Background: an optimization exercise with open tools, aiming at small area. Do not read the settings as production practice. Only simulation tests tie the RTL to the original design; equivalence was not proved. No driver is modelled on the clock port, so clocking that relies on it looks cheaper here than on a real chip. Power figures rest on the tool's default switching activity, not on a simulated workload.

## sd_adc
module sd_adc (
    input  bit        clk,
    input  bit        rst,
    input  bit        adc_lvds_pin,
    output bit        adc_fb_pin,
    output bit [15:0] adc_output,
    output bit        adc_valid
);
For scale: roughly 21 I/O pins, ~5800 um^2 of cells after synthesis.
clock: 5.0 ns
lec_check: 0
cap_margin: 20
core_margin: 2
core_utilization: 40
slew_margin: 20
run.sh (not shown) runs the stock make flow with config.mk's settings and CLKGATE_MAP_FILE= SYNTH_SCRIPT=/design/flow/synth_recipe.tcl, a recipe that flattens the netlist after the stock synthesis.
==> next run, changes <==
--- a/flow/config.mk
+++ b/flow/config.mk
@@ -10,0 +11 @@
+export CTS_BUF_LIST = sky130_fd_sc_hd__clkbuf_2 sky130_fd_sc_hd__clkbuf_4 sky130_fd_sc_hd__clkbuf_8
=> Cell area falls by 2.8%. Setup slack is better by 15 ps. Die area is unchanged. Register-to-register slack is better by 20 ps. Wire length falls by 1.0%. Clock power falls by 27%. Via count falls by 0.79%. Non-clock buffer count does not change. Clock skew rises by 4.3 ps. Sequential cell count stays the same. Utilization falls by 1.3 points.

Another version of the RTL of sd_adc (not shown whole).
Size in the first run: ~400 cells after synthesis, about 21 I/O pins, about 0.0052 mm² of cells after synthesis.
export LEC_CHECK = 0
export CAP_MARGIN = 20
export CORE_MARGIN = 2
export CORE_UTILIZATION = 40
export SLEW_MARGIN = 20
create_clock -name core_clock -period 5.0 [get_ports {clk}]
standard.sh (not shown) runs the stock make flow with config.mk's settings and CLKGATE_MAP_FILE= SYNTH_SCRIPT=/design/flow/synth_recipe.tcl, a recipe that flattens the netlist after the stock synthesis.
==> flow/flow/run.sh <==
#!/bin/bash
# Own layout flow: the standard ORFS flow (standard.sh), with
#  - CTS without dummy loads, with buf_6 as the clock buffer (same drive
#    as clkbuf_8 at less area),
#  - port buffers of the smallest buffer cell,
#  - power recovery (downsizing on paths with slack) after global routing.
# The full output of the flow goes to standard.log in the work folder; ORFS
# keeps each step's own log under orfs/logs.
set -euo pipefail
export CTS_ARGS='-sink_clustering_enable -repair_clock_nets -dont_use_dummy_load -buf_list sky130_fd_sc_hd__buf_4'
export BUFFER_PORTS_ARGS='-buffer_cell sky130_fd_sc_hd__buf_1'
export RECOVER_POWER=100
bash standard.sh > standard.log 2>&1
The first run finished clean.
Then changed:
--- a/flow/flow/run.sh
+++ b/flow/flow/run.sh
@@ -3,2 +3,3 @@
-#  - CTS without dummy loads, with buf_6 as the clock buffer (same drive
-#    as clkbuf_8 at less area),
+#  - CTS without dummy loads, built of buf_4; a POST_CTS hook
+#    (upsize_clk.tcl) turns the clock buffers whose sinks see more than
+#    115 ps of slew into buf_6,
@@ -10,0 +12 @@
+export POST_CTS_TCL="$PWD/flow/upsize_clk.tcl"
==> flow/flow/upsize_clk.tcl (new file) <==
# POST_CTS hook: the clock tree is built of buf_4; each clock buffer whose
# sinks see a slew above 115 ps (placement parasitics) becomes a buf_6,
# then the placement is legalized again.
estimate_parasitics -placement
set n 0
foreach inst [get_cells clkbuf*] {
  set worst 0
  set out [get_pins -of_objects $inst -filter "direction==output"]
  foreach p [get_pins -of_objects [get_nets -of_objects $out] -filter "direction==input"] {
    foreach k {slew_max_rise slew_max_fall} {
      set s [get_property $p $k]
      if {$s > $worst} { set worst $s }
    }
  }
  if {$worst > 0.115} {
    replace_cell $inst sky130_fd_sc_hd__buf_6
    incr n
  }
}
puts "upsize_clk: $n clock buffers upsized to buf_6"
detailed_placement
check_placement -verbose
CORE_UTILIZATION = 65   (was 40)
PLACE_DENSITY = 0.75   (was not set)
Outcome: Total power goes up slightly. Routed wire length falls by a few percent. Setup slack gets worse by 33 ps. Maximum frequency fell slightly. Cell area is lower slightly. Area after synthesis does not change. Cell count is lower by roughly a tenth.
Then changed:
--- a/flow/flow/run.sh
+++ b/flow/flow/run.sh
@@ -3,3 +3 @@
-#  - CTS without dummy loads, built of buf_4; a POST_CTS hook
-#    (upsize_clk.tcl) turns the clock buffers whose sinks see more than
-#    115 ps of slew into buf_6,
+#  - CTS without dummy loads and with small clock buffers,
@@ -11,2 +9 @@
-export CTS_ARGS='-sink_clustering_enable -repair_clock_nets -dont_use_dummy_load -buf_list sky130_fd_sc_hd__buf_4'
-export POST_CTS_TCL="$PWD/flow/upsize_clk.tcl"
+export CTS_ARGS='-sink_clustering_enable -repair_clock_nets -dont_use_dummy_load -buf_list "sky130_fd_sc_hd__clkbuf_2 sky130_fd_sc_hd__clkbuf_4 sky130_fd_sc_hd__clkbuf_8"'
CORE_UTILIZATION = 40   (was 65)
CTS_BUF_LIST = sky130_fd_sc_hd__clkbuf_2 sky130_fd_sc_hd__clkbuf_4 sky130_fd_sc_hd__clkbuf_8   (was not set)
PLACE_DENSITY = not set   (was 0.75)
removed: flow/flow/upsize_clk.tcl
=>
- The new run finished clean
- fmax came out higher slightly
- cell area rose by a few percent
- die area rises by well over a third
- wire length rose by a few percent
- synthesized area stays the same
- worst hold slack loses 7.0 ps
- utilization falls by 26 points
- total power is higher by a few percent
- synthesized cell count stays the same
Then changed:
--- a/flow/flow/run.sh
+++ b/flow/flow/run.sh
@@ -3 +3,3 @@
-#  - CTS without dummy loads and with small clock buffers,
+#  - CTS without dummy loads, built of buf_4; a POST_CTS hook
+#    (upsize_clk.tcl) turns the clock buffers whose sinks see more than
+#    115 ps of slew into buf_6,
@@ -9 +11,2 @@
-export CTS_ARGS='-sink_clustering_enable -repair_clock_nets -dont_use_dummy_load -buf_list "sky130_fd_sc_hd__clkbuf_2 sky130_fd_sc_hd__clkbuf_4 sky130_fd_sc_hd__clkbuf_8"'
+export CTS_ARGS='-sink_clustering_enable -repair_clock_nets -dont_use_dummy_load -buf_list sky130_fd_sc_hd__buf_4'
+export POST_CTS_TCL="$PWD/flow/upsize_clk.tcl"
==> flow/flow/upsize_clk.tcl (new file) <==
# POST_CTS hook: the clock tree is built of buf_4; each clock buffer whose
# sinks see a slew above 115 ps (placement parasitics) becomes a buf_6,
# then the placement is legalized again.
estimate_parasitics -placement
set n 0
foreach inst [get_cells clkbuf*] {
  set worst 0
  set out [get_pins -of_objects $inst -filter "direction==output"]
  foreach p [get_pins -of_objects [get_nets -of_objects $out] -filter "direction==input"] {
    foreach k {slew_max_rise slew_max_fall} {
      set s [get_property $p $k]
      if {$s > $worst} { set worst $s }
    }
  }
  if {$worst > 0.115} {
    replace_cell $inst sky130_fd_sc_hd__buf_6
    incr n
  }
}
puts "upsize_clk: $n clock buffers upsized to buf_6"
detailed_placement
check_placement -verbose
CTS_BUF_LIST = not set   (was sky130_fd_sc_hd__clkbuf_2 sky130_fd_sc_hd__clkbuf_4 sky130_fd_sc_hd__clkbuf_8)
Result:
- sequential power is about the same
- clock skew rose by 3.4 ps
- final area fell by 1.6%
- via count fell by 1.6%
- wire length fell by 0.53%
- total power fell by 5.2%
- hold slack improves by 11 ps
- utilization fell by 0.69 points
- die area stays the same
- area after synthesis stays the same

lane 1:
sd_adc, a different RTL version from the one above (not shown whole).
For scale: ~170 flip-flops, ~5200 sq um of cells after synthesis.
make LEC_CHECK=0 CAP_MARGIN=20 CORE_MARGIN=2 CORE_UTILIZATION=40 CTS_BUF_LIST='sky130_fd_sc_hd__clkbuf_2 sky130_fd_sc_hd__clkbuf_4 sky130_fd_sc_hd__clkbuf_8' SLEW_MARGIN=20 finish   # period 5.0 ns
run.sh (not shown) runs the stock make flow with config.mk's settings and CLKGATE_MAP_FILE= SYNTH_SCRIPT=/design/flow/synth_recipe.tcl, a recipe that flattens the netlist after the stock synthesis.
Stock flow here: none of the scripts above is used.
The final report for lane 1 shows a completed flow and a layout that fails verification, specifically setup timing.
Here is what was changed in the inputs of lane 2 compared with lane 1.
==> flow/flow/run.sh (new file) <==
#!/bin/bash
# Own layout flow: the standard ORFS flow (standard.sh), with
#  - CTS without dummy loads and with small clock buffers,
#  - port buffers of the smallest buffer cell,
#  - power recovery (downsizing on paths with slack) after global routing.
# The full output of the flow goes to standard.log in the work folder; ORFS
# keeps each step's own log under orfs/logs.
set -euo pipefail
export CTS_ARGS='-sink_clustering_enable -repair_clock_nets -dont_use_dummy_load -buf_list "sky130_fd_sc_hd__clkbuf_2 sky130_fd_sc_hd__clkbuf_4 sky130_fd_sc_hd__clkbuf_8"'
export BUFFER_PORTS_ARGS='-buffer_cell sky130_fd_sc_hd__buf_1'
export RECOVER_POWER=100
bash standard.sh > standard.log 2>&1
==> flow/standard.sh (new file) <==
#!/bin/bash
# synth_recipe.tcl (not shown) runs the flow's synth.tcl, then flattens the netlist and writes it again
# the make line also repeats each setting of config.mk as NAME=value (left out here)
make -C /OpenROAD-flow-scripts/flow DESIGN_CONFIG=/design/flow/config.mk WORK_HOME=/design/flow/orfs CLKGATE_MAP_FILE= SYNTH_SCRIPT=/design/flow/synth_recipe.tcl "${@:-finish}"
removed: flow/run.sh
Global-route wire length before repair improves in lane 2 relative to lane 1. When lane 2 is set beside lane 1, its leakage power of the design turns out to be 5.1% smaller. Lane 2 against lane 1: final cell area excluding filler cells has decreased; fraction of power consumed by combinational cells grew by 0.3 points; power per cell area down about 7%; sequential share of layout area rose by 2.7 points. Global routing usage summed across all routing layers: lane 2 vs lane 1 down 0.74 points. Of lane 1 and lane 2, the higher number of clock buffers in the layout belongs to lane 1. Compared with lane 1, lane 2 is the less power-hungry design. The higher first-iteration DRC count of lane 1 and lane 2 is in lane 1. In the flow results for lane 1 and lane 2, the proportion of power drawn by the clock network is smaller on lane 2. The final report for lane 1 shows a completed flow and a layout that fails verification, specifically setup timing. From the logs: lane 2 reached the end of the flow and failed the layout checks with setup timing.

Another version of the RTL of sd_adc (not shown whole).
For scale: roughly 170 flip-flops, roughly 21 I/O pins, ~0.0053 sq mm of cells after synthesis.
clock: 5.0 ns
lec_check: 0
cap_margin: 20
core_margin: 2
core_utilization: 40
cts_buf_list: sky130_fd_sc_hd__clkbuf_2 sky130_fd_sc_hd__clkbuf_4 sky130_fd_sc_hd__clkbuf_8
slew_margin: 20
Stock flow here: none of the scripts above is used.
==> next run, changes <==
==> flow/flow/run.sh (new file) <==
#!/bin/bash
# Own layout flow: the standard ORFS flow (standard.sh), with
#  - CTS without dummy loads and with small clock buffers,
#  - port buffers of the smallest buffer cell,
#  - power recovery (downsizing on paths with slack) after global routing.
# The full output of the flow goes to standard.log in the work folder; ORFS
# keeps each step's own log under orfs/logs.
set -euo pipefail
export CTS_ARGS='-sink_clustering_enable -repair_clock_nets -dont_use_dummy_load -buf_list "sky130_fd_sc_hd__clkbuf_2 sky130_fd_sc_hd__clkbuf_4 sky130_fd_sc_hd__clkbuf_8"'
export BUFFER_PORTS_ARGS='-buffer_cell sky130_fd_sc_hd__buf_1'
export RECOVER_POWER=100
bash standard.sh > standard.log 2>&1
==> flow/standard.sh (new file) <==
#!/bin/bash
# synth_recipe.tcl (not shown) runs the flow's synth.tcl, then flattens the netlist and writes it again
# the make line also repeats each setting of config.mk as NAME=value (left out here)
make -C /OpenROAD-flow-scripts/flow DESIGN_CONFIG=/design/flow/config.mk WORK_HOME=/design/flow/orfs CLKGATE_MAP_FILE= SYNTH_SCRIPT=/design/flow/synth_recipe.tcl "${@:-finish}"
removed: flow/run.sh
Clock skew grows by 20 ps.
Critical path depth shrinks by 4.
Routed wire length shrinks slightly.

==> static timing again, ports no longer ideal <==
In the flow no input, the clock included, has a driving cell. The finished layouts below were timed again as built, in two steps.
Step 1: set_driving_cell puts a clkbuf_16 on clk and a buf_2 on each other input, an assumption about the parent block.
Step 2 moves the port delays by t, midway between the first and last clock arrival at a register: inputs arrive t later, outputs are due t later. That takes back most of the time a late clock gives input paths.
a / b / c = ideal ports / drivers / drivers and shift; a / b = the first two.
run	shift t [ns]	setup slack, ns	worst register clock-pin slew, ns
the first run of note 1	0.458	1.109 / 1.109 / 1.109	0.07 / 0.07
the second run of note 1	0.476	1.125 / 1.125 / 1.125	0.09 / 0.09
the first run of note 2	0.455	0.819 / 0.819 / 0.819	0.13 / 0.13
the second run of note 2	0.392	0.786 / 0.786 / 0.786	0.11 / 0.11
the third run of note 2	0.456	0.825 / 0.825 / 0.825	0.09 / 0.09
the fourth run of note 2	0.391	0.820 / 0.820 / 0.820	0.10 / 0.10
lane 1	0.488	-0.143 / -0.146 / -0.634	0.09 / 0.09
lane 2	0.451	-0.197 / -0.205 / -0.655	0.09 / 0.09
the first run of note 4	0.465	1.282 / 1.282 / 1.282	0.09 / 0.09
the second run of note 4	0.458	1.113 / 1.113 / 1.113	0.09 / 0.09
The setup slack of lane 1, which loses most, moves by -0.003 ns with the drivers and by -0.491 ns with both steps.
